From an optimization exercise on the open Yosys and OpenROAD flow, aimed at small area; shortcuts taken in it are not production practice.
RTL that was checked went through simulation tests only; none was proved equivalent to the original.
The RTL of runs 1 and 2 was laid out without a check of its function.
Power figures rest on the tool's default switching activity, not on a simulated workload.

### flow/run.sh
#!/bin/bash
# synth_recipe.tcl (not shown) runs the flow's synth.tcl, then flattens the netlist and writes it again
# the make line also repeats each setting of config.mk as NAME=value (left out here)
make -C /OpenROAD-flow-scripts/flow DESIGN_CONFIG=/design/flow/config.mk WORK_HOME=/design/flow/orfs CLKGATE_MAP_FILE= SYNTH_SCRIPT=/design/flow/synth_recipe.tcl finish
### flow/config.mk
export PLATFORM = sky130hd
export DESIGN_NAME = cpsd_top
export DESIGN_NICKNAME = cpsd_top
export VERILOG_FILES = /design/flow/design.v
export SDC_FILE = /design/flow/constraint.sdc
export NUM_CORES = 4
export LEC_CHECK = 0
export ABC_AREA = 1
export CAP_MARGIN = 20
export CORE_MARGIN = 2
export CORE_UTILIZATION = 55
export CTS_BUF_LIST = sky130_fd_sc_hd__clkbuf_8
export CTS_CLUSTER_DIAMETER = 60
export CTS_CLUSTER_SIZE = 16
export PLACE_DENSITY = 0.65
export SLEW_MARGIN = 20
### flow/constraint.sdc
create_clock -name core_clock -period 120.0 [get_ports {clk}]
set_input_delay 24.0000 -clock core_clock [delete_from_list [all_inputs] [get_ports {clk}]]
set_output_delay 24.0000 -clock core_clock [all_outputs]
set_load 0.01 [all_outputs]
### flow/design.v
module cpsd_top
  #(parameter DATA_WIDTH = 16)
  (
    input rstn,
    input en,
    input clk,
    input start,
    input [DATA_WIDTH - 1 : 0] xin,
    input [DATA_WIDTH - 1 : 0] max,
    input qrs,
    output normal,
    output AF,
    output VF,
    output [DATA_WIDTH - 1 : 0] cpsd
  );
  localparam DL = 36;    
  localparam KW = 10;    
  localparam NC = 49;    
  integer i;
  function [15:0] add16;
    input [15:0] a;
    input [15:0] b;
    input ci;
    integer n;
    reg cy;
    begin
      cy = ci;
      for (n = 0; n < 16; n = n + 1)
      begin
        add16[n] = a[n] ^ b[n] ^ cy;
        cy = (a[n] & b[n]) | (a[n] & cy) | (b[n] & cy);
      end
    end
  endfunction
  function [15:0] inc16;
    input [15:0] a;
    integer n;
    reg cy;
    begin
      cy = 1'b1;
      for (n = 0; n < 16; n = n + 1)
      begin
        inc16[n] = a[n] ^ cy;
        cy = a[n] & cy;
      end
    end
  endfunction
  reg [15:0] dl [0 : DL - 6];
  reg [18:0] zl [0 : 4];
  always @(posedge clk)
  begin
    if (en)
    begin
      dl[0] <= xin;
      for (i = 1; i < DL - 5; i = i + 1)
        dl[i] <= dl[i - 1];
      zl[0] <= zv(dl[DL - 6]);
      for (i = 1; i < 5; i = i + 1)
        zl[i] <= zl[i - 1];
    end
  end
  reg [5:0] vcnt;
  always @(posedge clk or negedge rstn)
  begin
    if (!rstn)
      vcnt <= 0;
    else if (en && vcnt != DL)
      vcnt <= inc16({10'd0, vcnt});
  end
  wire vy_valid = vcnt[5] | (&vcnt[4:0]);    
  wire vx_valid = (vcnt == DL);
  function [18:0] add19;    
    input [18:0] a;
    input [18:0] b;
    input ci;
    integer n;
    reg cy;
    begin
      cy = ci;
      for (n = 0; n < 19; n = n + 1)
      begin
        add19[n] = a[n] ^ b[n] ^ cy;
        cy = (a[n] & b[n]) | (a[n] & cy) | (b[n] & cy);
      end
    end
  endfunction
  function gt18;            
    input [17:0] a;
    input [17:0] b;
    integer n;
    reg cy;
    begin
      cy = 1'b0;
      for (n = 0; n < 18; n = n + 1)
        cy = (a[n] & ~b[n]) | (a[n] & cy) | (~b[n] & cy);
      gt18 = cy;
    end
  endfunction
  wire [14:0] m = max[14:0];
  wire [18:0] t1 = {4'b0, m};                                   
  wire [18:0] t3 = add19({3'b0, m, 1'b1}, {4'b0, m}, 1'b1);     
  wire [18:0] t5 = add19({2'b0, m, 2'b11}, {4'b0, m}, 1'b1);    
  wire [2:0] qm = (m == 0) ? 3'd0 : (m == 1) ? 3'd3 : (m < 4) ? 3'd4 :
                  (m < 12) ? 3'd5 : 3'd6;                       
  function [18:0] zv;
    input [15:0] x;
    reg [18:0] x19, z;
    begin
      x19 = {{3{x[15]}}, x};
      z = add19({x19[16:0], 2'b00}, add19({x19[17:0], 1'b0}, 19'h7fff9, 1'b0), 1'b0);
      zv = {z[18], z[17:0] ^ {18{z[18]}}};
    end
  endfunction
  function [2:0] quant;
    input [18:0] sv;
    input [18:0] t1, t3, t5;
    input [2:0] qm;
    reg [1:0] n;
    reg [2:0] qc;
    begin
      n[1] = gt18(sv[17:0], t3[17:0]);
      n[0] = gt18(sv[17:0], n[1] ? t5[17:0] : t1[17:0]);
      qc = sv[18] ? 3'd3 - n : 3'd3 + n;
      quant = (qc < qm) ? qc : qm;
    end
  endfunction
  wire [2:0] q0 = quant({1'b1, 18'd6}, t1, t3, t5, qm);    
  wire [2:0] qy_n = vy_valid ? quant(zv(dl[DL - 6]), t1, t3, t5, qm) : q0;
  wire [2:0] qx_n = vx_valid ? quant(zl[4], t1, t3, t5, qm) : q0;
  reg [2:0] qa;    
  reg [2:0] qb;    
  always @(posedge clk or negedge rstn)
  begin
    if (!rstn)
    begin
      qa <= 0;
      qb <= 0;
    end
    else if (en)
    begin
      qa <= qy_n;
      qb <= qx_n;
    end
  end
  reg [10:0] c;
  wire test = (c == 11'd1602);
  always @(posedge clk or negedge rstn)
  begin
    if (!rstn)
      c <= 0;
    else if (en)
    begin
      if (c == 0)
      begin
        if (start)
          c <= 1;
      end
      else if (!test)
        c <= inc16({5'd0, c});
    end
  end
  reg cv1_flag;
  always @(posedge clk or negedge rstn)
  begin
    if (!rstn)
      cv1_flag <= 1'b1;
    else if (en && test && qrs)
      cv1_flag <= 1'b0;
  end
  reg kpend;       
  reg rvalid;      
  reg [7:0] klo [0 : NC - 1];
  reg [5:0] ksa [0 : 2];
  reg [1:0] ksh [0 : 2];
  reg [7:0] rlo [0 : NC - 1];
  reg [5:0] rsa [0 : 2];
  reg [1:0] rsh [0 : 2];
  wire [5:0] qab = {qa, qb};
  reg [NC - 1 : 0] sel;
  reg [7:0] kloA;
  reg [7:0] rloA;
  always @(*)
  begin
    kloA = 8'd0;
    rloA = 8'd0;
    for (i = 0; i < NC; i = i + 1)
    begin
      sel[i] = (qa == i / 7) && (qb == i % 7);
      kloA = kloA | (klo[i] & {8{sel[i]}});
      rloA = rloA | (rlo[i] & {8{sel[i]}});
    end
  end
  wire [2:0] kmatch;
  wire [2:0] rmatch;
  genvar g;
  generate
    for (g = 0; g < 3; g = g + 1)
    begin : slot_match
      assign kmatch[g] = (ksh[g] != 0) && (ksa[g] == qab);
      assign rmatch[g] = (rsh[g] != 0) && (rsa[g] == qab);
    end
  endgenerate
  wire [1:0] khA = (kmatch[0] ? ksh[0] : 2'd0) | (kmatch[1] ? ksh[1] : 2'd0) |
                   (kmatch[2] ? ksh[2] : 2'd0);
  wire [1:0] rhA = (rmatch[0] ? rsh[0] : 2'd0) | (rmatch[1] ? rsh[1] : 2'd0) |
                   (rmatch[2] ? rsh[2] : 2'd0);
  wire [KW - 1 : 0] kA = kpend ? {KW{1'b0}} : {khA, kloA};
  wire [KW - 1 : 0] rA = rvalid ? {rhA, rloA} : {KW{1'b0}};
  wire [KW - 1 : 0] kN = inc16({6'd0, kA});
  wire [KW : 0] e = add16({5'd0, rA}, ~{5'd0, kA}, 1'b1);
  wire k0 = (kA == 0);
  wire thr_fall = !k0 && (e == 3);
  wire thr_rise = (k0 && rA[KW - 1 : 2] != 0) || (e == {(KW + 1){1'b1}} - 1'b1);
  wire nz_inc = (k0 && rA != 1) || (e == 0);
  wire nz_dec = !k0 && (e == 1);
  reg [5:0] thr;
  wire copy = !test && qrs && (thr == 0);
  always @(posedge clk or negedge rstn)
  begin
    if (!rstn)
      thr <= 0;
    else if (en && !test)
    begin
      if (qrs)
        thr <= 0;
      else if (thr_fall)
        thr <= inc16({10'd0, thr});
      else if (thr_rise && thr != 0)
        thr <= add16({10'd0, thr}, 16'hffff, 1'b0);
    end
  end
  always @(posedge clk or negedge rstn)
  begin
    if (!rstn)
    begin
      kpend <= 1'b1;
      rvalid <= 1'b0;
    end
    else if (en)
    begin
      kpend <= 1'b0;
      if (copy)
        rvalid <= !kpend;
    end
  end
  wire kclr = qrs || kpend;
  wire [7:0] wbus = kclr ? 8'd0 : kN[7:0];
  wire wrap = !kclr && (kloA == 8'hff);
  wire [2:0] kfree = {ksh[2] == 0, ksh[1] == 0, ksh[0] == 0};
  wire [2:0] kalloc = (kmatch != 0) ? 3'b000 :
                      kfree[0] ? 3'b001 : kfree[1] ? 3'b010 : kfree[2] ? 3'b100 : 3'b000;
  always @(posedge clk)
  begin
    if (en)
    begin
      for (i = 0; i < NC; i = i + 1)
      begin
        if (kclr || sel[i])
          klo[i] <= (i == 0) ? (wbus | {7'd0, kpend && !qrs}) : wbus;
        if (copy)
          rlo[i] <= klo[i];
      end
      for (i = 0; i < 3; i = i + 1)
      begin
        if (kclr)
          ksh[i] <= 2'd0;
        else if (wrap && kmatch[i])
          ksh[i] <= ksh[i] + 1'b1;
        else if (wrap && kalloc[i])
        begin
          ksh[i] <= 2'd1;
          ksa[i] <= qab;
        end
        if (copy)
        begin
          rsh[i] <= ksh[i];
          rsa[i] <= ksa[i];
        end
      end
    end
  end
  reg [6:0] nz;
  reg [5:0] nq;
  reg [5:0] cv1m1;       
  reg cv1neg;
  reg [5:0] cvq;         
  reg [5:0] cpsd_r;
  wire nz0 = (nz == 0);
  wire nwrap = !cv1_flag && !cv1neg && (nz[5:0] == cv1m1);
  wire nborrow = !cv1_flag && nz0;
  always @(posedge clk or negedge rstn)
  begin
    if (!rstn)
    begin
      nz <= 0;
      nq <= 0;
    end
    else if (en && test)
    begin
      if (qrs)
      begin
        nz <= 0;
        nq <= 0;
      end
      else if (nz_inc)
      begin
        nz <= nwrap ? 7'd0 : inc16({9'd0, nz});
        if (nwrap)
          nq <= inc16({10'd0, nq});
      end
      else if (nz_dec)
      begin
        nz <= nborrow ? {1'b0, cv1m1} : add16({9'd0, nz}, 16'hffff, 1'b0);
        if (nborrow)
          nq <= add16({10'd0, nq}, 16'hffff, 1'b0);
      end
    end
  end
  always @(posedge clk or negedge rstn)
  begin
    if (!rstn)
    begin
      cv1m1 <= 6'd0;
      cv1neg <= 1'b0;
      cvq <= 6'd0;
    end
    else if (en && test && qrs)
    begin
      if (cv1_flag)
      begin
        cv1neg <= nz[6];
        cv1m1 <= nz0 ? 6'd0 : add16({10'd0, nz[5:0]}, 16'hffff, 1'b0);
      end
      else
        cvq <= nq;
    end
  end
  always @(posedge clk or negedge rstn)
  begin
    if (!rstn)
      cpsd_r <= 0;
    else if (en && !cv1_flag && qrs)
      cpsd_r <= cvq;
  end
  assign cpsd = {10'd0, cpsd_r};
  wire act = rstn && en;
  wire le5 = (cpsd_r[5:3] == 0) && !(cpsd_r[2] && cpsd_r[1]);
  wire gt10 = (cpsd_r[5:4] != 0) || (cpsd_r[3] && (cpsd_r[2] || (cpsd_r[1] && cpsd_r[0])));
  assign normal = act && le5;
  assign AF = act && !le5 && !gt10;
  assign VF = act && gt10;
endmodule
==> results of run 1 <==
## cells by family (layout without fill, tap and decap cells)
logic type	count (synthesis)	after routing	share of synthesized area, %
adder cells (fa/ha/maj)	130	130	3.31
AND/OR/NAND/NOR	1258	1258	9.53
XOR/XNOR	70	70	1.25
buffers and inverters	353	547	2.49
multiplexers	2	2	0.0396
AO/OA/AOI/OAI	432	432	5.46
other	1	12	0.00659
flip-flops	1487	1487	77.9
## power breakdown
part	leakage (uW)	switching (uW)	total, uW	internal [uW]
Combinational	0.00662	144	198	54.5
Sequential	0.0143	27.0	695	668
Clock	0.00101	156	250	93.4
## metal layers
metal	vias to the layer above	track usage [%]
met5	-	0
met4	0	6.22
met3	198	4.18
met2	1143	33.8
met1	15200	32.7
li1	14000	-
## final timing paths
path                            from  slack, ns  depth (start not counted)         end
min in group asynchronous       rstn      23.39                          2   cpsd_r[5]
min                        dl[9][15]       0.40                          0  dl[10][15]
max reg2reg                    qb[0]     109.13                         34       nz[5]
max in group asynchronous       rstn      96.07                          2     vcnt[4]
min reg2reg                dl[9][15]       0.40                          0  dl[10][15]
max                             rstn      70.18                          5      normal
## layout by cell type (no fill, tap or decap), drive strengths merged, types with 34 or more instances in the layout
cell,synthesis,final
nand3,119,119
dfrtp,62,62
a22o,85,85
clkdlybuf4s50,0,42
fa,34,34
a21oi,78,78
clkbuf,72,114
buf,20,88
ha,96,96
edfxtp,1423,1423
xor2,37,37
nand2,731,731
inv,250,270
nand4,93,93
a221oi,92,92
o21ai,82,82
nor2,220,220
## sequential cells by signal, indices dropped and copies added (netlist names), 3 cells and up
signal / count
nq: 6
cvq: 6
rlo: 392
rsa: 18
dl: 496
nz: 7
c: 11
ksa: 18
vcnt: 6
qa: 3
qb: 3
rsh: 6
thr: 6
klo: 392
cpsd_r: 6
zl: 95
ksh: 6
cv1m1: 6
## layout make-up
class / instances / area [um^2] / area share, %
inverters: 261 / 980 / 1.60
multi-input cells: 1902 / 11300 / 18.4
clock buffers: 114 / 1570 / 2.56
repair buffers: 130 / 1150 / 1.87
clock inverters: 42 / 335 / 0.546
diodes: 2 / 5.00 / 0.00816
flip-flops and latches: 1487 / 44300 / 72.3
well taps: 1368 / 1710 / 2.79
## worst max-delay path, cell delays in order
cell and delay [ns]:
buf_2 0.08, buf_4 0.63, nand2_1 0.22, nor4_1 0.30
clkdlybuf4s50_1 0.58
## metrics by stage
stage / utilization (%) / hold WS (ns)
after global placement: 58.1 / 0.400
after global routing: 60.1 / 0.409
final: 60.1 / 0.402
after CTS: 60.0 / 0.412
after floorplan: - / 0.400
after detailed placement: 58.2 / 0.405
## cells in the mapped netlist (3+ instances only)
cell       number  area, um^2
or2_1           3        18.8
or2_2          21         131
a22o_1         85         744
xnor2_2         3        48.8
nand4_1        93         582
ha_1           96        1200
o221ai_1        9        78.8
or4_1           3        22.5
xor2_1         30         263
nand3_1       113         566
buf_4          13        97.6
o211ai_1        5        37.5
inv_1         228         856
o2111ai_1       4        35.0
inv_2          22        82.6
a32o_1         12         120
dfrtp_1        62        1550
clkbuf_1       72         270
clkinv_1       11        41.3
nand2_1       708        2660
nand3_2         5        50.1
nand2_4         3        33.8
a211oi_1        9        67.6
xnor2_1        30         263
a2111oi_0      12         105
fa_1           34         681
nor4_1         29         181
a221oi_1       92         806
a21oi_1        78         390
o22ai_1        21         131
edfxtp_1     1423       42700
nor3_1         33         165
o21ai_0        79         395
a41oi_1         3        26.3
a31oi_1         9        56.3
nor3b_1         4        30.0
xor2_2          5        81.3
nor2_1        219         822
nand2_2        20         125
==> impl_results.md, run 1 <==
* Final Cycle Share at about two fifths
* Layout Nets at 4060
* Mapped Area at 56900 um^2
* Die Span X at around 330 um
* Longest Clk Path Bufs at 3
* Total power at 1140 uW
* #FFs+latches synth at 1487
* Initial antenna violation count at 1
* Cell count after placement at 5146
* CTS clk-pin slew, worst paths at 0.09 ns
* Mapped Cells at around 3700
* Setup bufs post-CTS at 0
* Yosys warnings at 9
* Die height at 326 um
* Core area at around 100000 um^2
* Pwr Density at 18.6 nW/um^2
* DRT iter0 DRCs at about 3400
* Ys flop type: edfxtp_1
* Finished Cell Area at 61400 um^2
* Status: no timing/DRC/antenna violations
* Min-delay worst type: flip-flop to flip-flop
* Final setup viols at 0
* Final Hold Violating Endpoints at 0
* Vias per cell at 5.75
* Via count at between 30000 and 40000
* Largest net degree at the start of global routing at 179
* Post-synth EDFFs at 1423
* Pre-antenna DRT Iters at 6
* TritonCTS clock tree: built
* Drt drc at 0
* Post-CTS resize count at 0
* Slew headroom at 17.8%
* Starting Density at 55.7%
* CTS buffer count at between 100 and 150
* Die area at ~110000 um^2
* Met2 wire len at about 54000 um
* Filler cell count in the final layout at 7744
* Layout area overhead at 7.83%
* Clock insertion delay at the later pin of the skew report at 0.82 ns
* Io pins at 56
* Post-route ant nets at 0
* Global-route wire length before repair at 177000 um
* H-tree Lvls at 3
* Vias in the first global route at 29000
* Layout cells sized above 1 at 8.43%
* Highest Signal Layer: met4
* Syn_area_per_cell at 15.2 um^2
* Crit start category: primary input
* PnR worst setup slack at ~70 ns
* Fmax at 20.1 MHz
* Worst Tran Pin Value at 1.22 ns
* Clk_skew at approximately 0.052 ns
* WL met3 at just under 10000 um
* Leakage power at 0.0220 uW
* Num Clock Sinks at 1487
* Register area share after synthesis at 77.9%
* Critical Path Fanout Max at 65
* Port bufs at 44
* RSZ-0062 raised after global routing: false
* Gpl congestion at 0.952
* Worst Path Required at 96.00 ns
* Pins Over Slew Limit at 0
* Final WL at 118000 um
* FFs w/ async S/R, synth at 4.30%
* Wire per inst at 22.2 um
* Final Instance Count excl. Fillers at 5306
* Kind of critical path: primary input to output pin
* Clock Root Buffer: clkbuf_8
* Total negative slack at 0 ns
* Critical Path Sink Type: output pin
* Maxcap violations at 0
* DRT met1 WL at 51100 um
* Dpl cell area at just under 60000 um^2
* Number of placement rows at 117
* # hold bufs at CTS at 0
* Final min period at 49.82 ns
* Overflow after GRT at 0
* CP arrival at 25.82 ns
* Post-DP HPWL at 76800 um
* Place WS at between 70 and 80 ns
* Synth cell types at 63
* Maximum vdd drop at 0.0168 mV
* Total track usage at between 20% and 30%
==> run 2, diff against run 1 <==
--- a/flow/config.mk
+++ b/flow/config.mk
@@ -10,7 +10,7 @@
 export CORE_MARGIN = 2
 export CORE_UTILIZATION = 55
-export CTS_BUF_LIST = sky130_fd_sc_hd__clkbuf_8
-export CTS_CLUSTER_DIAMETER = 60
-export CTS_CLUSTER_SIZE = 16
+export CTS_BUF_LIST = sky130_fd_sc_hd__clkbuf_16
+export CTS_CLUSTER_DIAMETER = 80
+export CTS_CLUSTER_SIZE = 26
 export PLACE_DENSITY = 0.65
 export SLEW_MARGIN = 20
==> run 2 against run 1 <==
Synthesized cell count is the same. Global-route usage shrank 0.058 points. Die area is the same. Via count is essentially flat. Clock skew shrank 0.015 ns. Critical endpoint unchanged.
==> impl_results.md, run 2 <==
* Status: no timing/DRC/antenna violations
* Total track usage at 22.0%
* Layout Utilization at 60.2%
* Total negative slack at 0 ns
* Number of placement rows at 117
* Sequential Power Share at between 50% and 60%
* Starting Density at 55.7%
* Post-DP HPWL at about 77000 um
* Pwr Density at 18.9 nW/um^2
* Register area share after synthesis at 77.9%
* Worst Path Required at 96.00 ns
* Post-route ant nets at 0
* Largest net degree at the start of global routing at 179
* R2R Setup Slk at 109.17 ns
* Largest Register: dl
* Leakage power at between 0.02 and 0.025 uW
* Core area at 102000 um^2
* TritonCTS clock tree: built
* H-tree Lvls at 3
* Pins Over Slew Limit at 0
* Crit start category: primary input
* Pre-antenna DRT Iters at 6
* Mapped Area at between 50000 and 60000 um^2
* CP peak stage delay at about 0.64 ns
* Worst Setup SP: rstn
* Synth cell types at 63
* Vias per cell at 5.82
* Die area at between 100000 and 150000 um^2
* Die height at 326 um
* Syn_area_per_cell at 15.2 um^2
* Commonest cells after routing, fill and taps aside: edfxtp_1 (1423), nand2_1 (708), inv_1 (230)
* RSZ-0062 raised after global routing: false
* CP arrival at 25.83 ns
* Hold path cells at 0
* Sw Pwr at 327 uW
* Worst-case reg-to-reg path depth at 34
* Yosys warnings at 9
* CTS clk-pin slew, worst paths at 0.09 ns
* Worst hold start: dl[4][2]
* Overflow after GRT at 0
* Maxcap violations at 0
* Critical Path Fanout Max at 65
* PnR worst setup slack at 70.17 ns
* Synth area leaders: edfxtp_1 (75%), nand2_1 (4.7%), dfrtp_1 (2.7%), ha_1 (2.1%), inv_1 (1.5%)
* Final min period at 49.83 ns
* Post-CTS resize count at 0
* # hold bufs at CTS at 0
* Via count at 30500
* Filler cell count in the final layout at 7695
* Worst r2r src: qb[0]
* DRT iter0 DRCs at 3602
* Worst Tran Pin Value at 1.21 ns
* FFs w/ async S/R, synth at 4.30%
* Place WS at between 70 and 80 ns
* Setup bufs post-CTS at 0
* Hold endpoint: dl[5][2]
* Wire per inst at ~22 um
* Commonest non-fill, non-tap cell in the layout: edfxtp_1
* Slew headroom at between 10% and 20%
* Kind of critical path: primary input to output pin
* Longest Clk Path Bufs at 3
* Synth area leader: edfxtp_1
* CTS buffer count at 71
* Top-count cell post-synth: edfxtp_1
* Internal cell power at 834 uW
* Diode count at 0
* Min-delay worst type: flip-flop to flip-flop
* Die Span X at 326 um
* Post-synth top cells: edfxtp_1 (1423), nand2_1 (708), inv_1 (228)
* Dpl cell area at 59400 um^2
* Finished Cell Area at 61500 um^2
* Final Hold Violating Endpoints at 0
* Post-synth EDFFs at 1423
* Initial antenna violation count at 2
* Hold_ws at slightly above 0.4 ns
* Clock insertion delay at the later pin of the skew report at 0.69 ns
* Mapped Cells at 3733
* Vias in the first global route at ~29000
* Comb power frac at between 10% and 20%
* Layout area overhead at 8.09%
* Io pins at between 50 and 60
* Layout cells sized above 1 at 7.30%
* Ys flop type: edfxtp_1
* Global-route wire length before repair at between 150000 and 200000 um
* Clk_skew at roughly 0.036 ns
* CP cell instances: buf_2, buf_4, nand2_1, nor4_1, clkdlybuf4s50_1
* #FFs+latches synth at 1487
* Num Clock Sinks at roughly 1500
* Drt drc at 0
* CP max-delay cell: buf_4
* Gpl congestion at 0.952
* Synth top area share at 75.1%
* Final Cycle Share at between 40% and 50%
* Biggest registers after layout: dl (496), klo (392), rlo (392)
* Flip-flop count of the largest register after layout at 496
* Final setup viols at 0
* Maximum vdd drop at between 0.015 and 0.02 mV
* Clk pwr share at 23.2%
* Port bufs at 44
* Clock Root Buffer: clkbuf_16
* Final WL at ~120000 um
* Reg2reg end: nz[5]
* Layout Nets at roughly 4000
* Critical Path Sink Type: output pin
* Fmax at between 20 and 25 MHz
* Switching share of power at between 20% and 30%
## run 2: layer usage
| metal | track usage (%) | routed length, um |
|---|---|---|
| met5 | 0 | 0 |
| met4 | 5.74 | 3000 |
| met3 | 3.01 | 9570 |
| met2 | 34.1 | 54200 |
| met1 | 33.3 | 50800 |
## run 2: logic make-up after synthesis
| kind of cell | Yosys count | share of synthesized area, % |
|---|---|---|
| flops | 1487 | 77.9 |
| simple gates | 1258 | 9.53 |
| compound gates | 432 | 5.46 |
| buf+inv | 353 | 2.49 |
| fa+ha+maj | 130 | 3.31 |
| xor+xnor | 70 | 1.25 |
| mux | 2 | 0.0396 |
| other cells | 1 | 0.00659 |
## run 2: stage by stage
step,cells,power (uW)
finish,5243,1160
CTS,5241,1170
global route,5243,1210
floorplan,3742,831
detailed placement,5146,902
global placement,5144,893
## run 2: area by class of cell
class                   instances  area [um^2]  share of cell area [%]
well taps                    1368         1710                    2.78
flip-flops and latches       1487        44300                    72.1
clock inverters                23          255                   0.415
repair buffers                130         1150                    1.87
inverters                     261          980                    1.59
multi-input cells            1902        11300                    18.3
clock buffers                  72         1800                    2.93
## run 2: worst max path at each step
stage and endpoint:
3_5_place_dp normal, 3_3_place_gp normal, 2_1_floorplan rvalid, 4_1_cts normal
6_report normal, 5_1_grt normal
## run 2: critical path, delay by kind of cell
family / cells / cell delay, ns
buffers and inverters: 3 / 1.30
AND/OR/NAND/NOR: 2 / 0.51
## run 2: power groups by stage
stage | registers, uW | logic (uW) | clock network (uW)
finish | 695 | 198 | 269
global route | 701 | 218 | 292
CTS | 695 | 196 | 277
detailed placement | 706 | 195 | 0
global placement | 703 | 190 | 0
floorplan | 715 | 116 | 0
==> run 3, diff against run 2 <==
--- a/flow/design.v
+++ b/flow/design.v
@@ -47,5 +47,5 @@
   endfunction
   reg [15:0] dl [0 : DL - 6];
-  reg [18:0] zl [0 : 4];
+  reg [17:0] zl [0 : 4];
   always @(posedge clk)
   begin
@@ -55,5 +55,5 @@
       for (i = 1; i < DL - 5; i = i + 1)
         dl[i] <= dl[i - 1];
-      zl[0] <= zv(dl[DL - 6]);
+      zl[0] <= zvq[18:1];
       for (i = 1; i < 5; i = i + 1)
         zl[i] <= zl[i - 1];
@@ -126,6 +126,7 @@
   endfunction
   wire [2:0] q0 = quant({1'b1, 18'd6}, t1, t3, t5, qm);    
-  wire [2:0] qy_n = vy_valid ? quant(zv(dl[DL - 6]), t1, t3, t5, qm) : q0;
-  wire [2:0] qx_n = vx_valid ? quant(zl[4], t1, t3, t5, qm) : q0;
+  wire [18:0] zvq = zv(dl[DL - 6]);
+  wire [2:0] qy_n = vy_valid ? quant(zvq, t1, t3, t5, qm) : q0;
+  wire [2:0] qx_n = vx_valid ? quant({zl[4], !zl[4][17]}, t1, t3, t5, qm) : q0;
   reg [2:0] qa;    
   reg [2:0] qb;    
@@ -214,23 +215,10 @@
   wire nz_inc = (k0 && rA != 1) || (e == 0);
   wire nz_dec = !k0 && (e == 1);
-  reg [5:0] thr;
+  reg [6:0] cnt;
+  wire [5:0] thr = cnt[5:0];
   wire copy = !test && qrs && (thr == 0);
   always @(posedge clk or negedge rstn)
   begin
     if (!rstn)
-      thr <= 0;
-    else if (en && !test)
-    begin
-      if (qrs)
-        thr <= 0;
-      else if (thr_fall)
-        thr <= inc16({10'd0, thr});
-      else if (thr_rise && thr != 0)
-        thr <= add16({10'd0, thr}, 16'hffff, 1'b0);
-    end
-  end
-  always @(posedge clk or negedge rstn)
-  begin
-    if (!rstn)
     begin
       kpend <= 1'b1;
@@ -280,5 +268,5 @@
     end
   end
-  reg [6:0] nz;
+  wire [6:0] nz = cnt;
   reg [5:0] nq;
   reg [5:0] cv1m1;       
@@ -287,32 +275,34 @@
   reg [5:0] cpsd_r;
   wire nz0 = (nz == 0);
-  wire nwrap = !cv1_flag && !cv1neg && (nz[5:0] == cv1m1);
-  wire nborrow = !cv1_flag && nz0;
+  wire nwrap = test && !cv1_flag && !cv1neg && (nz[5:0] == cv1m1);
+  wire nborrow = test && !cv1_flag && nz0;
+  wire cinc = test ? nz_inc : thr_fall;
+  wire cdec = test ? nz_dec : (thr_rise && thr != 0);
   always @(posedge clk or negedge rstn)
   begin
     if (!rstn)
+      cnt <= 0;
+    else if (en)
     begin
-      nz <= 0;
-      nq <= 0;
+      if (qrs || c == 11'd1601)
+        cnt <= 0;
+      else if (cinc)
+        cnt <= nwrap ? 7'd0 : inc16({9'd0, cnt});
+      else if (cdec)
+        cnt <= nborrow ? {1'b0, cv1m1} : add16({9'd0, cnt}, 16'hffff, 1'b0);
     end
+  end
+  always @(posedge clk or negedge rstn)
+  begin
+    if (!rstn)
+      nq <= 0;
     else if (en && test)
     begin
       if (qrs)
-      begin
-        nz <= 0;
         nq <= 0;
-      end
-      else if (nz_inc)
-      begin
-        nz <= nwrap ? 7'd0 : inc16({9'd0, nz});
-        if (nwrap)
-          nq <= inc16({10'd0, nq});
-      end
-      else if (nz_dec)
-      begin
-        nz <= nborrow ? {1'b0, cv1m1} : add16({9'd0, nz}, 16'hffff, 1'b0);
-        if (nborrow)
-          nq <= add16({10'd0, nq}, 16'hffff, 1'b0);
-      end
+      else if (nz_inc && nwrap)
+        nq <= inc16({10'd0, nq});
+      else if (nz_dec && nborrow)
+        nq <= add16({10'd0, nq}, 16'hffff, 1'b0);
     end
   end
--- a/flow/config.mk
+++ b/flow/config.mk
@@ -10,7 +10,7 @@
 export CORE_MARGIN = 2
 export CORE_UTILIZATION = 55
-export CTS_BUF_LIST = sky130_fd_sc_hd__clkbuf_16
-export CTS_CLUSTER_DIAMETER = 80
-export CTS_CLUSTER_SIZE = 26
+export CTS_BUF_LIST = sky130_fd_sc_hd__clkbuf_8
+export CTS_CLUSTER_DIAMETER = 60
+export CTS_CLUSTER_SIZE = 16
 export PLACE_DENSITY = 0.65
 export SLEW_MARGIN = 20
==> run 3 against run 2 <==
Sequential share of layout area shrank 0.063 points. Fmax is essentially flat. Core utilization shrank 0.18 points. Final area shrank 0.59%. Worst setup slack gained 0.046 ns. Register-to-register slack lost 1.7 ns. Clock power is essentially flat. Die area shrank 0.70%. Routed wire length shrank 4.5%. Combinational power shrank 8%. Hold slack lost 0.013 ns. Clock-buffer cell count grew 41.
==> impl_results.md, run 3 <==
* CP Depth at 5
* Mux cell area share after synthesis at 0.0554%
* CP peak stage delay at 0.61 ns
* Clock insertion delay at the later pin of the skew report at 0.82 ns
* Min-delay worst type: flip-flop to flip-flop
* Longest Clk Path Bufs at 3
* Post-route ant nets at 0
* Flip-flop count of the largest register after layout at 496
* # hold bufs at CTS at 0
* Mapped Cells at between 3000 and 4000
* Port bufs at between 40 and 50
* Fmax at 20.1 MHz
* Critical Path Sink Type: output pin
* Bufs and invs on worst path at 3
* Setup bufs post-CTS at 0
* Core area at between 100000 and 150000 um^2
* Critical Path Fanout Max at 59
* Largest Register: dl
* Largest family of logic cells by synthesized area: simple AND/OR/NAND/NOR gates
* Register area share after synthesis at between 70% and 80%
* TritonCTS clock tree: built
* Final Cycle Share at 41.5%
* Largest net degree at the start of global routing at 182
* Top-count cell post-synth: edfxtp_1
* Pins Over Slew Limit at 0
* Ys flop type: edfxtp_1
* Initial antenna violation count at 3
* Synth cell types at 64
* CTS clk-pin slew, worst paths at 0.09 ns
* Post-CTS resize count at 0
* Slew headroom at 21.4%
* Worst Path Required at 96.00 ns
* Worst-case reg-to-reg path depth at 44
* Synth area leaders: edfxtp_1 (75%), nand2_1 (4.5%), dfrtp_1 (2.5%), ha_1 (2.1%), a221oi_1 (1.6%)
* Final WL at ~110000 um
* RSZ-0062 raised after global routing: false
* Worst r2r src: qb[0]
* Reg2reg end: cnt[0]
* R2R Setup Slk at 107.52 ns
* Starting Density at between 50% and 60%
* Worst Tran Pin Value at about 1.2 ns
* Post-Synth XOR/XNOR Area at 1.18%
* Maximum vdd drop at 0.0117 mV
* Adder-Cell Fraction of Synth Area at 3.26%
* Kind of critical path: primary input to output pin
* Overflow after GRT at 0
* CTS buffer count at 113
* Io pins at 56
* Post-synth EDFFs at 1418
* Hold_ws at between 0.4 and 0.5 ns
* Crit start category: primary input
* Number of placement rows at 117
* Vias in the first global route at 29000
* Layout cells sized above 1 at under 10%
* Commonest cells after routing, fill and taps aside: edfxtp_1 (1418), nand2_1 (670), inv_1 (234)
* Die area at 105000 um^2
* Dpl cell area at 59000 um^2
* Status: no timing/DRC/antenna violations
* Layout Utilization at 60.0%
* Final Hold Violating Endpoints at 0
* Final setup viols at 0
* Total track usage at 21.2%
* Post-Synth Simple-Gate Area at about a tenth
* Critical Path Sink: normal
* Via count at 29900
* Num Clock Sinks at 1476
* Clk_skew at 0.0596 ns
* Wire per inst at 21.4 um
* H-tree Lvls at 3
* Pwr Density at 18.5 nW/um^2
* Clock Root Buffer: clkbuf_8
* FFs w/ async S/R, synth at 3.93%
* CP max-delay cell: buf_4
* Compound-gate portion of the synthesized area at 5.78%
* Synth top area share at around 75%
* Mapped Area at between 50000 and 60000 um^2
* Finished Cell Area at 61100 um^2
* Layout Nets at 4007
* Yosys warnings at 9
* Vias per cell at 5.68
* Commonest non-fill, non-tap cell in the layout: edfxtp_1
* Final min period at 49.78 ns
* Global-route wire length before repair at 170000 um
* Gpl congestion at a little under 0.9
* Worst Setup SP: rstn
* Post-DP HPWL at ~70000 um
* Layout area overhead at 8.22%
* Biggest registers after layout: dl (496), klo (392), rlo (392)
* Die height at 325 um
* Total negative slack at 0 ns
* Synth area leader: edfxtp_1
* CP cell instances: buf_2, buf_4, nand2_1, nor4_1, clkdlybuf4s50_1
* Leakage power at 0.0219 uW
* DRT iter0 DRCs at 2982
* Syn_area_per_cell at roughly 15 um^2
* #FFs+latches synth at 1476
* Die Span X at 325 um
* Pre-antenna DRT Iters at 6
* Maxcap violations at 0
* Drt drc at 0
* Post-synth top cells: edfxtp_1 (1418), nand2_1 (670), inv_1 (232)
* CP arrival at between 20 and 30 ns
* CP top delay family: buffers and inverters
==> run 3: cell count changes after synthesis, moves of 8 or more <==
cell and change:
nand4_1 -15, nand2_1 -38, nand3_1 +9, a221oi_1 +10, a21oi_1 -10, inv_2 -15
o31ai_1 +8
==> run 3: layout make-up <==
class | count | area [um^2]
Sequential cell | 1476 | 44000
Fill cell | 7707 | 40700
Multi-Input combinational cell | 1876 | 11200
Tap cell | 1368 | 1710
Clock buffer | 113 | 1560
Timing Repair Buffer | 124 | 1130
Inverter | 252 | 953
Clock inverter | 49 | 566
Antenna cell | 1 | 2.50
==> run 3: report_power, final <==
part | internal, uW | switching, uW | total, uW | leakage, uW
Sequential | 657 | 24.7 | 681 | 0.0143
Clock | 107 | 159 | 266 | 0.00110
Combinational | 51.7 | 130 | 182 | 0.00651
Total | 815 | 314 | 1130 | 0.0219
==> run 3: worst min-delay path by stage <==
stage | startpoint | to | slack (ns) | cells past startpoint
2_1_floorplan | dl[9][0] | dl[10][0] | 0.40 | 0
5_1_grt | dl[25][0] | dl[26][0] | 0.40 | 0
3_3_place_gp | dl[25][14] | dl[26][14] | 0.40 | 0
6_report | dl[25][0] | dl[26][0] | 0.40 | 0
4_1_cts | dl[25][0] | dl[26][0] | 0.39 | 0
3_5_place_dp | dl[12][12] | dl[13][12] | 0.40 | 0
==> run 3: per-stage QoR <==
step / setup WS [ns] / std cells / total power, uW
2_1_floorplan: 71.16 / 3699 / 802
3_3_place_gp: 70.18 / 5090 / 865
3_5_place_dp: 70.17 / 5093 / 873
4_1_cts: 70.17 / 5255 / 1140
5_1_grt: 69.93 / 5259 / 1180
6_report: 70.22 / 5259 / 1130
==> run 3: cells by family (layout without fill, tap and decap cells) <==
| group | Yosys count | in the layout |
|---|---|---|
| fa+ha+maj | 127 | 127 |
| compound gates | 449 | 449 |
| mux | 3 | 3 |
| xor+xnor | 70 | 70 |
| flops | 1476 | 1476 |
| buf+inv | 347 | 538 |
| simple gates | 1217 | 1217 |
| other cells | 1 | 11 |
==> run 3: metal layers <==
metal	track usage [%]	wire length (um)
met5	0	32
met4	6.52	3350
met3	5.77	10100
met2	33.0	51700
met1	29.5	47200
==> run 4, diff against run 3 <==
==> flow/flow/run.sh (new file) <==
#!/bin/bash
# Own layout flow: the standard flow (standard.sh) with three changes.
#  1. Technology mapping: ABC maps the logic with an area-oriented script
#     (flow/abc_map.script) instead of the default one. Everything before
#     that step is the standard synthesis, so the registers are the same.
#  2. Clock tree: leaf clusters of up to 16 sinks driven by clkbuf_8, and no
#     dummy loads.
#  3. Port buffers: buf_1 instead of the default delay buffer.
#  4. No separate full/half-adder extraction before ABC (ADDER_MAP_FILE
#     empty): ABC maps the adders with the rest of the logic.
# Each tool's output goes to its own log: flow_make.log (make), and ORFS's
# per-step logs under orfs/logs.
set -euo pipefail
W=$(pwd)
ORIG=$(grep -o 'SYNTH_SCRIPT=[^ ]*' standard.sh | head -1 | cut -d= -f2 | tr -d "'")
cat > "$W/own_synth.tcl" <<EOF
proc abc {args} {
  set i [lsearch -exact \$args -script]
  if {\$i >= 0} { lset args [expr {\$i + 1}] $W/flow/abc_map.script }
  yosys abc {*}\$args
}
source $ORIG
EOF
bash standard.sh \
  "SYNTH_SCRIPT=$W/own_synth.tcl" \
  "CTS_ARGS=-sink_clustering_enable -repair_clock_nets -sink_clustering_size 16 -sink_clustering_max_diameter 60 -buf_list sky130_fd_sc_hd__clkbuf_8 -dont_use_dummy_load" \
  "BUFFER_PORTS_ARGS=-buffer_cell sky130_fd_sc_hd__buf_1" \
  "ADDER_MAP_FILE=" \
  finish > "$W/flow_make.log" 2>&1
==> flow/flow/abc_map.script (new file) <==
strash
dc2
dc2
&get -n
&dch -f
&nf -a -R 1000
&put
==> flow/standard.sh (new file) <==
#!/bin/bash
# synth_recipe.tcl (not shown) runs the flow's synth.tcl, then flattens the netlist and writes it again
# the make line also repeats each setting of config.mk as NAME=value (left out here)
make -C /OpenROAD-flow-scripts/flow DESIGN_CONFIG=/design/flow/config.mk WORK_HOME=/design/flow/orfs CLKGATE_MAP_FILE= SYNTH_SCRIPT=/design/flow/synth_recipe.tcl "${@:-finish}"
removed: flow/run.sh
==> run 4 against run 3 <==
Total power shrank 0.87%. Register-to-register slack gained 1.0 ns. Via count grew 0.71%. Clock skew grew 0.064 ns. Sequential power grew 2%. Highest routed layer unchanged.
==> impl_results.md, run 4 <==
* # hold bufs at CTS at 0
* Worst Tran Pin Value at 1.26 ns
* Maxcap violations at 0
* FFs w/ async S/R, synth at around 4%
* Io pins at 56
* Worst-case reg-to-reg path depth at 62
* RSZ-0062 raised after global routing: false
* Final Cycle Share at roughly 41%
* Pre-antenna DRT Iters at 9
* Kind of critical path: primary input to output pin
* Final Hold Violating Endpoints at 0
* Synth area leaders: edfxtp_1 (79%), a222oi_1 (3.2%), dfrtp_1 (2.6%), nor2_1 (1.7%), xnor2_1 (1.5%)
* Post-synth EDFFs at 1418
* CTS buffer count at 110
* Commonest cells after routing, fill and taps aside: edfxtp_1 (1418), nor2_1 (194), a222oi_1 (169)
* #FFs+latches synth at 1476
* Synth cell types at 60
* Wire per inst at 30.4 um
* Core area at roughly 97000 um^2
* Total negative slack at 0 ns
* Pwr Density at 19.3 nW/um^2
* TritonCTS clock tree: built
* Post-route ant nets at 0
* Top-count cell post-synth: edfxtp_1
* Yosys warnings at 9
* Internal cell power at between 800 and 900 uW
* Mapped Area at 53600 um^2
* Die Span X at 316 um
* CP arrival at about 25 ns
* Largest family of logic cells by synthesized area: compound AO/OA/AOI/OAI gates
* Drt drc at 0
* Largest net degree at the start of global routing at 204
* Overflow after GRT at 0
* Adder-Cell Fraction of Synth Area at less than 1%
* Setup bufs post-CTS at 0
* Layout Nets at approximately 3200
* Min-delay worst type: flip-flop to flip-flop
* Layout Utilization at 59.9%
* Clock Root Buffer: clkbuf_8
* Critical Path Sink Type: output pin
* Biggest registers after layout: dl (496), klo (392), rlo (392)
* Starting Density at 55.5%
* Mapped Cells at just under 3000
* Slew headroom at between 10% and 20%
* Die height at 316 um
* Die area at 100000 um^2
* Post-Synth Simple-Gate Area at between 5 and 6%
* Critical Path Fanout Max at 60
* Num Clock Sinks at 1476
* Post-Synth XOR/XNOR Area at approximately 2%
* CTS clk-pin slew, worst paths at ~0.09 ns
* Layout area overhead at 7.97%
* Number of placement rows at 114
* Switching share of power at 28.4%
* Post-synth top cells: edfxtp_1 (1418), nor2_1 (242), a222oi_1 (169)
* Total power at 1120 uW
* Final WL at 136000 um
* Place WS at 70.67 ns
* Port bufs at 44
* Ys flop type: edfxtp_1
* Compound-gate portion of the synthesized area at 8.47%
* DRT iter0 DRCs at 5769
* H-tree Lvls at 3
* Dpl cell area at roughly 56000 um^2
* Longest Clk Path Bufs at 3
* Comb power frac at around 18%
* Final min period at about 50 ns
* Hold path cells at 0
* Commonest non-fill, non-tap cell in the layout: edfxtp_1
* Flip-flop count of the largest register after layout at 496
* Finished Cell Area at 57900 um^2
* Crit start category: primary input
* Vias in the first global route at 28500
* Largest Register: dl
* Initial antenna violation count at 3
* Pins Over Slew Limit at 0
* Post-CTS resize count at 0
* Syn_area_per_cell at 18.1 um^2
* Clock insertion delay at the later pin of the skew report at 0.82 ns
* Sequential Power Share at 62.1%
* Fmax at 20.3 MHz
* Register area share after synthesis at 82.1%
* PnR worst setup slack at 70.72 ns
* Clk pwr share at 20.3%
* Final setup viols at 0
* Sw Pwr at ~320 uW
* Worst Path Required at around 96 ns
* Synth area leader: edfxtp_1
* Vias per cell at 6.71
* Global-route wire length before repair at 194000 um
* Mux cell area share after synthesis at less than 1%
* Synth top area share at 79.4%
* Post-DP HPWL at 81100 um
* Gpl congestion at 0.934
* Maximum vdd drop at 0.0131 mV
* Status: no timing/DRC/antenna violations
* Leakage power at ~0.019 uW
* Total track usage at between 20% and 30%
* Via count at around 30000
* Clk_skew at 0.124 ns
* Layout cells sized above 1 at between 8 and 9%
## run 4: cell count changes after synthesis, sizes merged, moves of 71 or more
cell / before / now
a221oi: 102 / 31
a222oi: 0 / 169
a22oi: 1 / 83
clkbuf: 76 / 0
ha: 93 / 0
inv: 239 / 0
nand2: 694 / 139
nand3: 127 / 49
## run 4: layer usage
layer / wire [um] / global-route usage, %
met1: 48400 / 36.4
met2: 59700 / 40.2
met4: 7580 / 12.3
met5: 27 / 0
met3: 20800 / 10.1
## run 4: final cells by class
| type | instances | area, um^2 |
|---|---|---|
| tap | 1276 | 1600 |
| sequential | 1476 | 44000 |
| inverter | 45 | 169 |
| antenna | 3 | 7.51 |
| timing repair buffer | 142 | 955 |
| multi-input combinational | 1435 | 9650 |
| fill | 6962 | 38800 |
| clock buffer | 110 | 1510 |
## run 4: kinds of logic (layout without fill, tap and decap cells)
logic type,count (synthesis),after routing
AND/OR/NAND/NOR,643,643
flip-flops,1476,1476
XOR/XNOR,123,123
AO/OA/AOI/OAI,588,588
multiplexers,39,39
other,1,13
buffers and inverters,55,297
adder cells (fa/ha/maj),32,32
## run 4: final timing paths
kind / to / slack [ns] / startpoint
setup reg to reg: qa[0] / 108.54 / dl[30][2]
hold / removal: zl[3][10] / 0.40 / zl[2][10]
setup / recovery: AF / 70.72 / rstn
max in group asynchronous: cnt[5] / 96.02 / rstn
hold reg to reg: zl[3][10] / 0.40 / zl[2][10]
min in group asynchronous: vcnt[1] / 23.34 / rstn
## run 4: power by group through the flow
| stage | Combinational (uW) | Clock (uW) | Sequential, uW |
|---|---|---|---|
| finish | 197 | 228 | 695 |
| global route | 210 | 250 | 700 |
| CTS | 191 | 233 | 694 |
| detailed placement | 191 | 0 | 706 |
| global placement | 185 | 0 | 701 |
| floorplan | 118 | 0 | 719 |
## run 4: worst max-delay path: stages
cell and delay (ns):
clkbuf_2 0.08, buf_4 0.55, nand2_1 0.17, nor3_1 0.23
buf_1 0.17
## run 4: through the flow
stage / hold slack (ns) / std cells
2_1_floorplan: 0.400 / 2966
3_3_place_gp: 0.400 / 4371
3_5_place_dp: 0.405 / 4374
4_1_cts: 0.394 / 4484
5_1_grt: 0.405 / 4485
6_report: 0.396 / 4487
==> run 5, diff against run 4 <==
--- a/flow/flow/run.sh
+++ b/flow/flow/run.sh
@@ -7,6 +7,4 @@
 #     dummy loads.
 #  3. Port buffers: buf_1 instead of the default delay buffer.
-#  4. No separate full/half-adder extraction before ABC (ADDER_MAP_FILE
-#     empty): ABC maps the adders with the rest of the logic.
 # Each tool's output goes to its own log: flow_make.log (make), and ORFS's
 # per-step logs under orfs/logs.
@@ -26,4 +24,3 @@
   "CTS_ARGS=-sink_clustering_enable -repair_clock_nets -sink_clustering_size 16 -sink_clustering_max_diameter 60 -buf_list sky130_fd_sc_hd__clkbuf_8 -dont_use_dummy_load" \
   "BUFFER_PORTS_ARGS=-buffer_cell sky130_fd_sc_hd__buf_1" \
-  "ADDER_MAP_FILE=" \
   finish > "$W/flow_make.log" 2>&1
==> run 5 against run 4 <==
Area after synthesis increased by 1.0%. Largest power group unchanged. Hold slack got worse by 0.036 ns. Via count decreased by 0.75%. Cell count decreased by 2.0%. Synthesized cell count decreased by 2.9%. Critical path type unchanged.
==> impl_results.md, run 5 <==
* Worst Tran Pin Value at 1.29 ns
* Post-DP HPWL at 83600 um
* PnR worst setup slack at 70.36 ns
* FFs w/ async S/R, synth at 3.93%
* Die height at ~320 um
* Via count at 29900
* Top-count cell post-synth: edfxtp_1
* Maxcap violations at 0
* Wire per inst at approximately 32 um
* RSZ-0062 raised after global routing: false
* DRT iter0 DRCs at 6017
* Final min period at 49.64 ns
* Ys flop type: edfxtp_1
* Place WS at around 70 ns
* Clock insertion delay at the later pin of the skew report at 0.83 ns
* # hold bufs at CTS at 0
* CTS clk-pin slew, worst paths at 0.09 ns
* TritonCTS clock tree: built
* Register area share after synthesis at about four fifths
* CP arrival at 25.64 ns
* Leakage power at 0.0192 uW
* Layout cells sized above 1 at 6.92%
* Largest Register: dl
* Post-CTS resize count at 0
* Worst Setup SP: en
* Biggest registers after layout: dl (496), klo (392), rlo (392)
* Commonest non-fill, non-tap cell in the layout: edfxtp_1
* Gpl congestion at 0.959
* #FFs+latches synth at 1476
* Overflow after GRT at 0
* Largest net degree at the start of global routing at 197
* Clock Root Buffer: clkbuf_8
* Worst Path Required at 96.00 ns
* Maximum vdd drop at 0.0103 mV
* Worst hold start: dl[4][2]
* Crit start category: primary input
* Post-synth EDFFs at 1418
* Fmax at 20.1 MHz
* Pwr Density at 19.1 nW/um^2
* Setup bufs post-CTS at 0
* Flip-flop count of the largest register after layout at 496
* Final setup viols at 0
* Pins Over Slew Limit at 0
* H-tree Lvls at 3
* Critical Path Fanout Max at 56
* Syn_area_per_cell at around 19 um^2
* Vias per cell at 6.79
* Kind of critical path: primary input to output pin
* Worst r2r src: dl[30][2]
* Core area at just under 100000 um^2
* Post-route ant nets at 0
* Layout Utilization at 59.4%
* Starting Density at 55.3%
* Die area at 101000 um^2
* Io pins at 56
* Port bufs at 44
* Slew headroom at 14.1%
* Drt drc at 0
* Layout Nets at 3274
* Number of placement rows at between 100 and 150
* Mapped Area at 54200 um^2
* Min-delay worst type: flip-flop to flip-flop
* Status: no timing/DRC/antenna violations
* Synth area leaders: edfxtp_1 (79%), a222oi_1 (3.3%), dfrtp_1 (2.6%), ha_1 (2.1%), a22oi_1 (1.4%)
* Clk_skew at 0.109 ns
* Initial antenna violation count at 3
* Die Span X at 318 um
* Synth cell types at 63
* Critical Path Sink Type: output pin
* Total negative slack at 0 ns
* Global-route wire length before repair at ~200000 um
* Pre-antenna DRT Iters at 9
* Total track usage at 27.7%
* CTS buffer count at 114
* Final Cycle Share at 41.4%
* Longest Clk Path Bufs at 3
* Commonest cells after routing, fill and taps aside: edfxtp_1 (1418), a222oi_1 (176), nor2_1 (128)
* Layout area overhead at 7.45%
* Mapped Cells at 2870
* Vias in the first global route at 29200
* Num Clock Sinks at 1476
* Yosys warnings at 9
* Final WL at 141000 um
* Final Hold Violating Endpoints at 0
* Post-synth top cells: edfxtp_1 (1418), a222oi_1 (176), nor2_1 (132)
* Synth area leader: edfxtp_1
* Synth top area share at around 80%
==> run 5: layout make-up <==
class,count,area (um^2)
clock buffers,114,1570
multi-input cells,1301,9820
inverters,92,345
flip-flops and latches,1476,44000
well taps,1287,1610
fillers,7066,39800
repair buffers,125,836
diodes,4,10.0
==> run 5: cell families (layout without fill, tap and decap cells) <==
| group | after synthesis | after routing | share of synthesized area [%] |
|---|---|---|---|
| AO/OA/AOI/OAI | 610 | 610 | 8.91 |
| multiplexers | 16 | 16 | 0.323 |
| adder cells (fa/ha/maj) | 134 | 134 | 3.53 |
| flip-flops | 1476 | 1476 | 81.3 |
| other | 1 | 14 | 0.00692 |
| buffers and inverters | 102 | 331 | 0.776 |
| XOR/XNOR | 67 | 67 | 1.08 |
| AND/OR/NAND/NOR | 464 | 464 | 4.11 |
==> run 5: worst paths after layout <==
| path | end | cells past startpoint | slack [ns] |
|---|---|---|---|
| max | normal | 4 | 70.36 |
| min in group asynchronous | vcnt[5] | 2 | 23.39 |
| max in group asynchronous | cnt[1] | 2 | 96.03 |
| max reg2reg | qa[0] | 62 | 108.25 |
| min | dl[5][2] | 0 | 0.36 |
| min reg2reg | dl[5][2] | 0 | 0.36 |
==> run 5: stage by stage <==
stage | cells | instance area [um^2] | power, uW | hold slack (ns)
2_1_floorplan | 2879 | 54200 | 819 | 0.400
3_3_place_gp | 4278 | 56600 | 875 | 0.401
3_5_place_dp | 4278 | 56600 | 884 | 0.405
4_1_cts | 4392 | 58200 | 1110 | 0.363
5_1_grt | 4397 | 58200 | 1150 | 0.365
6_report | 4399 | 58200 | 1110 | 0.360
==> run 5: routing by layer <==
metal  routed length [um]  track usage (%)  part of all wire [%]
met1                49700             36.9                    35
met2                59700             39.9                    42
met3                22500             10.6                    16
met4                 8580             14.0                   6.1
met5                    0                0                     0
==> run 5: report_power, final <==
| group | switching, uW | internal, uW |
|---|---|---|
| Combinational | 134 | 51.1 |
| Clock | 148 | 84.4 |
| Sequential | 30.9 | 665 |
| Total | 313 | 801 |
==> run 5: critical path, stage by stage <==
cell,delay [ns]
clkbuf_4,0.52
buf_4,0.63
and3_1,0.27
buf_1,0.15
==> run 6, diff against run 5 <==
--- a/flow/design.v
+++ b/flow/design.v
@@ -101,6 +101,8 @@
   wire [18:0] t3 = add19({3'b0, m, 1'b1}, {4'b0, m}, 1'b1);     
   wire [18:0] t5 = add19({2'b0, m, 2'b11}, {4'b0, m}, 1'b1);    
-  wire [2:0] qm = (m == 0) ? 3'd0 : (m == 1) ? 3'd3 : (m < 4) ? 3'd4 :
-                  (m < 12) ? 3'd5 : 3'd6;                       
+  wire m_lt4 = (m[14:2] == 0);
+  wire m_lt12 = (m[14:4] == 0) && !(m[3] && m[2]);
+  wire [2:0] qm = (m == 0) ? 3'd0 : (m == 1) ? 3'd3 : m_lt4 ? 3'd4 :
+                  m_lt12 ? 3'd5 : 3'd6;                         
   function [18:0] zv;
     input [15:0] x;
--- a/flow/flow/run.sh
+++ b/flow/flow/run.sh
@@ -7,4 +7,6 @@
 #     dummy loads.
 #  3. Port buffers: buf_1 instead of the default delay buffer.
+#  4. No separate full/half-adder extraction before ABC (ADDER_MAP_FILE
+#     empty): ABC maps the adders with the rest of the logic.
 # Each tool's output goes to its own log: flow_make.log (make), and ORFS's
 # per-step logs under orfs/logs.
@@ -24,3 +26,4 @@
   "CTS_ARGS=-sink_clustering_enable -repair_clock_nets -sink_clustering_size 16 -sink_clustering_max_diameter 60 -buf_list sky130_fd_sc_hd__clkbuf_8 -dont_use_dummy_load" \
   "BUFFER_PORTS_ARGS=-buffer_cell sky130_fd_sc_hd__buf_1" \
+  "ADDER_MAP_FILE=" \
   finish > "$W/flow_make.log" 2>&1
--- a/flow/config.mk
+++ b/flow/config.mk
@@ -13,4 +13,5 @@
 export CTS_CLUSTER_DIAMETER = 60
 export CTS_CLUSTER_SIZE = 16
+export GPL_TIMING_DRIVEN = 0
 export PLACE_DENSITY = 0.65
 export SLEW_MARGIN = 20
==> run 6 against run 5 <==
Still clean. Combinational power increased by 5%. Hold slack got worse by 0.0052 ns. Clock skew increased by 0.019 ns. Via count increased by 1.8%. Critical path type unchanged.
==> impl_results.md, run 6 <==
* Status: no timing/DRC/antenna violations
* Overflow after GRT at 0
* CTS buffer count at between 100 and 150
* # hold bufs at CTS at 0
* Starting Density at a little under three fifths
* Clock Root Buffer: clkbuf_8
* Die Span X at 316 um
* Setup bufs post-CTS at 0
* Total track usage at 27.7%
* Final min period at 49.99 ns
* Via count at 30400
* Pwr Density at 18.4 nW/um^2
* Biggest registers after layout: dl (496), klo (392), rlo (392)
* Die height at 316 um
* Slew headroom at 22.2%
* Mapped Area at 53400 um^2
* Commonest cells after routing, fill and taps aside: edfxtp_1 (1418), a222oi_1 (170), nor2_1 (162)
* Longest Clk Path Bufs at 3
* Total negative slack at 0 ns
* Worst Path Required at between 90 and 100 ns
* Final setup viols at 0
* Critical Path Sink Type: output pin
* Layout Nets at 3280
* Number of placement rows at 114
* Flip-flop count of the largest register after layout at 496
* RSZ-0062 raised after global routing: false
* Synth top area share at 79.7%
* Final WL at 138000 um
* Layout cells sized above 1 at 12.3%
* Layout area overhead at 12.3%
* Place WS at 69.94 ns
* Yosys warnings at 9
* Die area at around 100000 um^2
* Fmax at 20.0 MHz
* Vias per cell at between 6 and 7
* CP arrival at about 26 ns
* Min-delay worst type: flip-flop to flip-flop
* Gpl congestion at 0.907
* Synth area leader: edfxtp_1
* Io pins at 56
* Largest net degree at the start of global routing at 61
* Top-count cell post-synth: edfxtp_1
* Worst Tran Pin Value at 1.16 ns
* Post-CTS resize count at 0
* Final Cycle Share at 41.7%
* Syn_area_per_cell at 18.3 um^2
* Most frequent cell on the critical path: buf_12
* Port bufs at 44
* Critical Path Fanout Max at 39
* Register area share after synthesis at 82.4%
* Mapped Cells at 2920
* TritonCTS clock tree: built
* Synth cell types at 58
* Global-route wire length before repair at around 200000 um
* CP max-delay cell: buf_2
* Clk_skew at around 0.13 ns
* Dpl cell area at 58500 um^2
* #FFs+latches synth at 1476
* Ys flop type: edfxtp_1
* Final Hold Violating Endpoints at 0
* Crit start category: primary input
* Drt drc at 0
* Wire per inst at 30.6 um
* Pins Over Slew Limit at 0
* Layout Utilization at 62.2%
* Commonest non-fill, non-tap cell in the layout: edfxtp_1
* H-tree Lvls at 3
* DRT iter0 DRCs at 6325
* Finished Cell Area at around 60000 um^2
* CP cell instances: buf_2, buf_16, buf_12, buf_12, buf_12, nand2_1, nor3_1, buf_1
* Largest Register: dl
* Vias in the first global route at 29200
* CTS clk-pin slew, worst paths at 0.09 ns
* Post-synth top cells: edfxtp_1 (1418), nor2_1 (263), a222oi_1 (170)
* CP peak stage delay at 0.45 ns
* FFs w/ async S/R, synth at 3.93%
* Hold_ws at 0.355 ns
* PnR worst setup slack at 70.01 ns
* Num Clock Sinks at 1476
* Clock insertion delay at the later pin of the skew report at 0.85 ns
* Core area at between 90000 and 100000 um^2
* Initial antenna violation count at 1
* Maxcap violations at 0
* Maximum vdd drop at 0.0122 mV
* Kind of critical path: primary input to output pin
* Pre-antenna DRT Iters at 9
* Post-synth EDFFs at 1418
* Synth area leaders: edfxtp_1 (80%), a222oi_1 (3.2%), dfrtp_1 (2.6%), nor2_1 (1.8%), xnor2_1 (1.4%)
* Post-DP HPWL at 91100 um
* Post-route ant nets at 0
* Leakage power at about 0.020 uW
[run 6: cell count changes after synthesis, sizes merged, moves of 18 or more]
cell	before	now
nor3	19	39
maj3	7	31
xnor2	53	86
a21oi	64	82
a22oi	102	82
mux2i	4	27
o21a	53	8
nor2	132	263
clkinv	92	40
ha	93	0
xor2	14	41
fa	34	0
[run 6: final timing paths]
check	start	endpoint	slack, ns	cells after the start
hold / removal	dl[11][2]	dl[12][2]	0.35	0
max in group asynchronous	rstn	cv1_flag	96.17	3
setup / recovery	en	AF	70.01	8
min in group asynchronous	rstn	qb[2]	23.11	1
hold reg to reg	dl[11][2]	dl[12][2]	0.35	0
setup reg to reg	dl[30][2]	qa[1]	108.32	60
[run 6: where the power goes]
| part | internal (uW) | switching (uW) |
|---|---|---|
| combinational | 64.4 | 131 |
| clock | 81.6 | 148 |
| sequential | 652 | 29.2 |
| total | 798 | 308 |
[run 6: layer usage]
| layer | vias to the layer above | GRT usage [%] | part of all wire (%) |
|---|---|---|---|
| met5 | - | 0 | 0 |
| met4 | 0 | 13.9 | 6.0 |
| met3 | 499 | 10.1 | 16 |
| met2 | 2360 | 41.0 | 44 |
| met1 | 15000 | 36.5 | 35 |
| li1 | 12600 | - | - |
[run 6: worst max-delay path, delay by kind of cell]
family        cells  cell delay [ns]
simple gates      2             0.30
buf+inv           6             1.59
[run 6: cell families (layout without fill, tap and decap cells)]
group	Yosys count	after routing	synth area share [%]
other	1	12	0.00702
multiplexers	41	41	0.801
XOR/XNOR	127	127	2.08
buffers and inverters	50	362	0.422
AND/OR/NAND/NOR	626	626	5.41
flip-flops	1476	1476	82.4
AO/OA/AOI/OAI	568	568	8.27
adder cells (fa/ha/maj)	31	31	0.581
[run 6: metrics by stage]
stage	total power (uW)	instances
finish	1110	4519
global route	1140	4518
CTS	1100	4517
detailed placement	881	4407
global placement	899	4249
floorplan	810	2929
[run 6: cell type report]
type | instances | area [um^2]
buffer | 10 | 75.1
fill | 6710 | 36400
inverter | 40 | 155
clock buffer | 110 | 1510
tap | 1276 | 1600
multi-input combinational | 1403 | 9900
sequential | 1476 | 44000
antenna | 2 | 5.00
timing repair buffer | 202 | 2740
==> run 7, diff against run 6 <==
==> flow/flow/abc_map.script (replaced) <==
strash
dc2
dc2
&get -n
&dch -f
&nf -a -R 1000
&put
topo
stime -c
buffer -c
upsize -c
dnsize -c
--- a/flow/config.mk
+++ b/flow/config.mk
@@ -13,5 +13,4 @@
 export CTS_CLUSTER_DIAMETER = 60
 export CTS_CLUSTER_SIZE = 16
-export GPL_TIMING_DRIVEN = 0
 export PLACE_DENSITY = 0.65
 export SLEW_MARGIN = 20
==> run 7 against run 6 <==
Largest power group unchanged. Highest routed layer is now met5. Still clean on timing, DRC and antenna. First-iteration DRC count shrank 9.8%. Clock-buffer cell count rose by 2. Via count shrank 2.1%. Critical endpoint unchanged. Global-route usage is 0.62 points lower.
==> impl_results.md, run 7 <==
* Num Clock Sinks at 1476
* Fmax at slightly above 20 MHz
* #FFs+latches synth at 1476
* Worst hold start: dl[0][5]
* Crit start category: primary input
* Vias per cell at 6.67
* Status: no timing/DRC/antenna violations
* Flip-flop count of the largest register after layout at 496
* CP max-delay cell: buf_4
* R2R Setup Slk at 109.55 ns
* Final setup viols at 0
* Layout cells sized above 1 at 11.1%
* CP peak stage delay at 0.61 ns
* Vias in the first global route at around 28000
* Synth area leaders: edfxtp_1 (79%), a222oi_1 (3.2%), dfrtp_1 (2.6%), nor2_1 (1.8%), xnor2_1 (1.4%)
* Worst Path Required at about 96 ns
* Final WL at 137000 um
* Largest Register: dl
* Via count at between 20000 and 30000
* Reg2reg end: qa[1]
* FFs w/ async S/R, synth at 3.93%
* Post-synth EDFFs at 1418
* Layout Nets at 3227
* Starting Density at 55.7%
* Post-DP HPWL at 84900 um
* Pins Over Slew Limit at 0
* Wire per inst at 30.8 um
* Global-route wire length before repair at 193000 um
* Total negative slack at 0 ns
* Maxcap violations at 0
* Kind of critical path: primary input to output pin
* Layout Utilization at 59.8%
* Commonest non-fill, non-tap cell in the layout: edfxtp_1
* Initial antenna violation count at 5
* Die area at 101000 um^2
* Min-delay worst type: flip-flop to flip-flop
* Maximum vdd drop at roughly 0.011 mV
* Ys flop type: edfxtp_1
* H-tree Lvls at 3
* DRT iter0 DRCs at roughly 5700
* Pwr Density at 18.8 nW/um^2
* Core area at 97000 um^2
* Final min period at 49.28 ns
* Hold endpoint: dl[1][5]
* Biggest registers after layout: dl (496), klo (392), rlo (392)
* Setup bufs post-CTS at 0
* Synth cell types at 83
* Worst-case reg-to-reg path depth at 61
* Worst r2r src: dl[30][2]
* Synth area leader: edfxtp_1
* Critical Path Sink Type: output pin
* CP top delay family: buffers and inverters
* Drt drc at 0
* RSZ-0062 raised after global routing: false
* Overflow after GRT at 0
* CP arrival at 25.28 ns
* Clk_skew at approximately 0.084 ns
* Hold path cells at 0
* Longest Clk Path Bufs at 3
* Leakage power at roughly 0.019 uW
* TritonCTS clock tree: built
* CTS clk-pin slew, worst paths at approximately 0.090 ns
* Synth top area share at roughly four fifths
* Worst Tran Pin Value at 1.30 ns
* Number of placement rows at 114
* Bufs and invs on worst path at 3
* Clock Root Buffer: clkbuf_8
* CTS buffer count at 112
* Die Span X at 317 um
* Layout area overhead at 7.34%
* Register area share after synthesis at 81.5%
* Port bufs at 44
* Post-route ant nets at 0
* Io pins at 56
* Total track usage at 27.1%
* Commonest cells after routing, fill and taps aside: edfxtp_1 (1418), nor2_1 (209), a222oi_1 (170)
* Gpl congestion at 0.961
* Slew headroom at 13.4%
* # hold bufs at CTS at 0
* Mapped Area at 54000 um^2
* Clock insertion delay at the later pin of the skew report at roughly 0.82 ns
* Final Cycle Share at 41.1%
* Post-CTS resize count at 0
* Mapped Cells at 3028
* Yosys warnings at 9
* Pre-antenna DRT Iters at 8
* Top-count cell post-synth: edfxtp_1
* Largest net degree at the start of global routing at 87
* Syn_area_per_cell at 17.8 um^2
* Post-synth top cells: edfxtp_1 (1418), nor2_1 (259), a222oi_1 (170)
* Critical Path Fanout Max at 60
* Final Hold Violating Endpoints at 0
* CP cell instances: clkbuf_2, buf_4, nand2_1, nor3_1, buf_1
* Die height at 317 um
==> run 7: report_power, final <==
group / internal, uW / total [uW] / switching (uW) / leakage (uW)
logic: 54.2 / 180 / 126 / 0.00414
registers: 653 / 682 / 28.6 / 0.0143
clock network: 82.9 / 229 / 146 / 0.000805
total: 790 / 1090 / 300 / 0.0192
==> run 7: logic make-up after synthesis <==
kind of cell / share of synthesized area (%)
other: 0.00694
adder cells (fa/ha/maj): 0.607
XOR/XNOR: 2.07
buffers and inverters: 1.27
multiplexers: 0.792
flip-flops: 81.5
AO/OA/AOI/OAI: 8.29
AND/OR/NAND/NOR: 5.41
==> run 7: per-stage QoR <==
step                      area, um^2  total power (uW)  std cells  worst slack [ns]  hold WS, ns
final                          58000              1090       4467             70.72        0.372
after global routing           58000              1130       4466             70.55        0.375
after CTS                      57900              1090       4461             70.67        0.370
after detailed placement       56300               865       4349             70.68        0.405
after global placement         56200               857       4342             70.70        0.400
after floorplan                54000               813       3037             65.19        0.400
==> run 7: per-layer routing <==
| metal | track usage [%] | wire, um | vias up |
|---|---|---|---|
| met5 | 0 | 13 | - |
| met4 | 11.8 | 7360 | 2 |
| met3 | 9.44 | 20900 | 443 |
| met2 | 40.7 | 60700 | 2231 |
| met1 | 36.1 | 48500 | 14700 |
| li1 | - | - | 12400 |
==> run 7: cell type report <==
| class | instances | area (um^2) |
|---|---|---|
| multi-input cells | 1403 | 9550 |
| flip-flops and latches | 1476 | 44000 |
| diodes | 3 | 7.51 |
| repair buffers | 157 | 1090 |
| well taps | 1276 | 1600 |
| clock buffers | 112 | 1540 |
| fillers | 6991 | 39000 |
| inverters | 40 | 150 |
==> run 7: worst max path at each step <==
stage | start | end | slack (ns) | depth (start not counted)
finish | rstn | AF | 70.72 | 5
CTS | rstn | AF | 70.67 | 5
global route | rstn | AF | 70.55 | 5
detailed placement | rstn | AF | 70.68 | 5
global placement | rstn | AF | 70.70 | 5
floorplan | qrs | rvalid | 65.19 | 4

-- afterwards: timing with drivers on the ports --
The flow's constraints put no driver on any port. The routed layouts listed below were extracted and timed again, unchanged, in two steps. Step 1, drivers: a clkbuf_16 drives clk and a buf_2 each remaining input, both assumed. Step 2, shift: input delay + t, output delay - t, t = (earliest + latest rising clock arrival at the registers) / 2. This alone moves slack from input paths to output paths. a / b / c = ideal / step 1 / step 2; a / b = the first two.
| run | t (ns) | setup WS [ns] | latest minus earliest clock arrival (ns) | worst register clock-pin slew, ns |
|---|---|---|---|---|
| run 1 | 0.855 | 70.178 / 70.153 / 70.153 | 0.061 / 0.062 | 0.11 / 0.11 |
| run 2 | 0.735 | 70.171 / 70.147 / 70.147 | 0.045 / 0.044 | 0.11 / 0.11 |
| run 3 | 0.855 | 70.217 / 70.197 / 70.197 | 0.062 / 0.062 | 0.11 / 0.11 |
| run 4 | 0.818 | 70.721 / 70.695 / 70.695 | 0.124 / 0.124 | 0.11 / 0.11 |
| run 5 | 0.830 | 70.356 / 70.329 / 70.329 | 0.127 / 0.128 | 0.10 / 0.10 |
| run 6 | 0.841 | 70.011 / 69.991 / 69.991 | 0.131 / 0.132 | 0.11 / 0.11 |
| run 7 | 0.812 | 70.724 / 70.696 / 70.696 | 0.133 / 0.133 | 0.11 / 0.11 |
After both steps every run listed still meets setup and hold. The setup slack of run 7, which loses most, moves by -0.028 ns with the drivers and by -0.028 ns with both steps.
